From an optimization exercise on the open Yosys and OpenROAD flow, aimed at small area; shortcuts taken in it are not production practice. Power figures rest on the tool's default switching activity, not on a simulated workload. No driver is modelled on the clock port, so clocking that relies on it looks cheaper here than on a real chip.

==> flow/design.v (excerpt) <==
module top #(parameter n = 16, parameter k = 8)
(
  input clk,
  input rstn,
  input  [n * k - 1 : 0] in,
  output [n * k - 1 : 0] out
);
Size in the first run: about 4500 cells after synthesis, about 260 I/O pins, roughly 0.056 mm² of cells after synthesis.
clock: 4.0 ns
lec_check: 0
cap_margin: 20
core_margin: 2
core_utilization: 60
slew_margin: 20
standard.sh (not shown) runs the stock make flow with config.mk's settings and CLKGATE_MAP_FILE= SYNTH_SCRIPT=/design/flow/synth_recipe.tcl, a recipe that flattens the netlist after the stock synthesis.
==> flow/flow/run.sh <==
#!/bin/bash
# Standard synthesis and layout, with these changes to how the layout is made:
#  - the RTL's gate modules (sky_<cell>) are mapped to the sky130 cells of
#    the same function before synthesis (cellmap.py), so synthesis keeps them;
#  - after synthesis, 2:1 mux cells that share a select are rewritten as
#    o22a/o22ai cells with one inverter per select (muxrw.py);
#  - the ports are buffered with the smallest buffer;
#  - clock tree synthesis adds no dummy loads and clusters up to 30 sinks;
#  - after placement repair, gates with slack are downsized, then slew and
#    capacitance are repaired again (post_resize.tcl).
set -euo pipefail
F=$(pwd)/flow
R=orfs/results/sky130hd/top/base
export BUFFER_PORTS_ARGS="-buffer_cell sky130_fd_sc_hd__buf_1"
export CTS_ARGS="-sink_clustering_enable -repair_clock_nets -dont_use_dummy_load -sink_clustering_size 30 -sink_clustering_max_diameter 80 -buf_list {sky130_fd_sc_hd__clkbuf_8 sky130_fd_sc_hd__clkbuf_16}"
export POST_RESIZE_TCL=$F/post_resize.tcl
cp design.v design.rtl.v
python3 $F/cellmap.py design.rtl.v design.v > cellmap.log 2>&1
bash standard.sh synth > synth.log 2>&1
cp $R/1_2_yosys.v $R/1_2_yosys.std.v
python3 $F/muxrw.py $R/1_2_yosys.std.v $R/1_2_yosys.v > muxrw.log 2>&1
rm -f $R/1_synth.odb
bash standard.sh synth > synth_odb.log 2>&1
bash standard.sh finish > layout.log 2>&1
Other scripts of this flow, unchanged in this note and not shown: flow/flow/cellmap.py, flow/flow/muxrw.py, flow/flow/post_resize.tcl
The starting point went through all stages and came out clean.
==> next run, changes <==
CORE_UTILIZATION = 40   (was 60)
Result: Clock-buffer cell count rises by 7; combinational power is about the same; setup slack is better by 7.7 ps; area after synthesis is unchanged; fmax is about the same; hold slack is worse by 29 ps; clock skew rises by 35 ps; core utilization falls by 21 points; first-iteration DRC count falls by 7.8%; sequential power stays flat; global-route usage falls by 6.3 points.
No functional check of the RTL was part of any run of this note.

========
== rev 12 ==
top, a different RTL version from the one above (not shown whole).
For scale: ~4800 cells after synthesis.
## top
module top #(parameter n = 16, parameter k = 8)
(
  input clk,
  input rstn,
  input  [n * k - 1 : 0] in,
  output [n * k - 1 : 0] out
);
export LEC_CHECK = 0
export CAP_MARGIN = 20
export CORE_MARGIN = 2
export CORE_UTILIZATION = 60
export SLEW_MARGIN = 20
create_clock -name core_clock -period 4.0 [get_ports {clk}]
==> flow/flow/run.sh <==
#!/bin/bash
# Standard synthesis and layout, with these changes to how the layout is made:
#  - after synthesis, 2:1 mux cells that share a select are rewritten as
#    o22a/o22ai cells with one inverter per select (muxrw.py);
#  - the ports are buffered with the smallest buffer;
#  - clock tree synthesis adds no dummy loads;
#  - after placement repair, gates with slack are downsized, then slew and
#    capacitance are repaired again (post_resize.tcl).
set -euo pipefail
F=$(pwd)/flow
R=orfs/results/sky130hd/top/base
export BUFFER_PORTS_ARGS="-buffer_cell sky130_fd_sc_hd__buf_1"
export CTS_ARGS="-sink_clustering_enable -repair_clock_nets -dont_use_dummy_load -sink_clustering_size 30 -sink_clustering_max_diameter 80 -buf_list {sky130_fd_sc_hd__clkbuf_8 sky130_fd_sc_hd__clkbuf_16}"
export POST_RESIZE_TCL=$F/post_resize.tcl
bash standard.sh synth > synth.log 2>&1
cp $R/1_2_yosys.v $R/1_2_yosys.std.v
python3 $F/muxrw.py $R/1_2_yosys.std.v $R/1_2_yosys.v > muxrw.log 2>&1
rm -f $R/1_synth.odb
bash standard.sh synth > synth_odb.log 2>&1
bash standard.sh finish > layout.log 2>&1
Other scripts of this flow, unchanged in this note and not shown: flow/flow/muxrw.py, flow/flow/post_resize.tcl
Rev 12: full flow OK, the timing, design-rule and antenna checks passed
Input changes introduced in rev 13 (baseline for comparison: rev 12):
# rev 12
export LEC_CHECK = 0
export CAP_MARGIN = 20
export CORE_MARGIN = 2
export CORE_UTILIZATION = 60
export SLEW_MARGIN = 20
create_clock -name core_clock -period 4.0 [get_ports {clk}]
# rev 13
export LEC_CHECK = 0
export CAP_MARGIN = 20
export CORE_MARGIN = 2
export CORE_UTILIZATION = 40
export SLEW_MARGIN = 20
create_clock -name core_clock -period 4.0 [get_ports {clk}]
==> results.txt <==
Note that the CTS buffer count recorded for rev 13 amounts to 1.11 times the value seen in rev 12.
Changes observed in rev 13 relative to rev 12: critical path depth has decreased, via count increased by about 1.2% relative to the old numbers, portion of the layout cell area used by non-clock buffers saw little to no change, count of antenna diodes in the layout saw a decrease, wire length of the first global-routing pass increased by 6700 µm relative to the old numbers.
Non-clock buffer count: rev 13 lower than rev 12
Of the two values seen for highest-delay cell along the critical path, dfrtp_1 was produced by rev 12 and clkbuf_4 by rev 13.
Diff rev 12..rev 13 | register area | unchanged
No run of this note included a check of the RTL's function; only the layout flow was run.

## afterwards: timing with drivers on the ports
The flow's constraints put no driver on any port. The routed layouts listed below were extracted and timed again, unchanged, in two steps.
Step 1 (the two cells are an assumption about what drives the block):
set clk [get_ports {clk}]
set_driving_cell -lib_cell sky130_fd_sc_hd__clkbuf_16 $clk
set_driving_cell -lib_cell sky130_fd_sc_hd__buf_2 [delete_from_list [all_inputs] $clk]
Step 2, shift: input delay + t, output delay - t, t = (earliest + latest rising clock arrival at the registers) / 2. This alone moves slack from input paths to output paths.
a / b / c = ideal / step 1 / step 2; a / b = the first two.
run	shift t [ns]	setup WS [ns]	worst register clock-pin slew, ns	cell pins on the clock port's net
the first run of note 1	0.715	0.089 / 0.089 / 0.089	0.11 / 0.11	1
the second run of note 1	0.751	0.096 / 0.096 / 0.096	0.11 / 0.11	1
rev 12	0.714	0.732 / 0.663 / 1.013	0.11 / 0.11	1
rev 13	0.762	0.676 / 0.597 / 0.860	0.11 / 0.11	1
After both steps setup and hold are still met in every run listed.
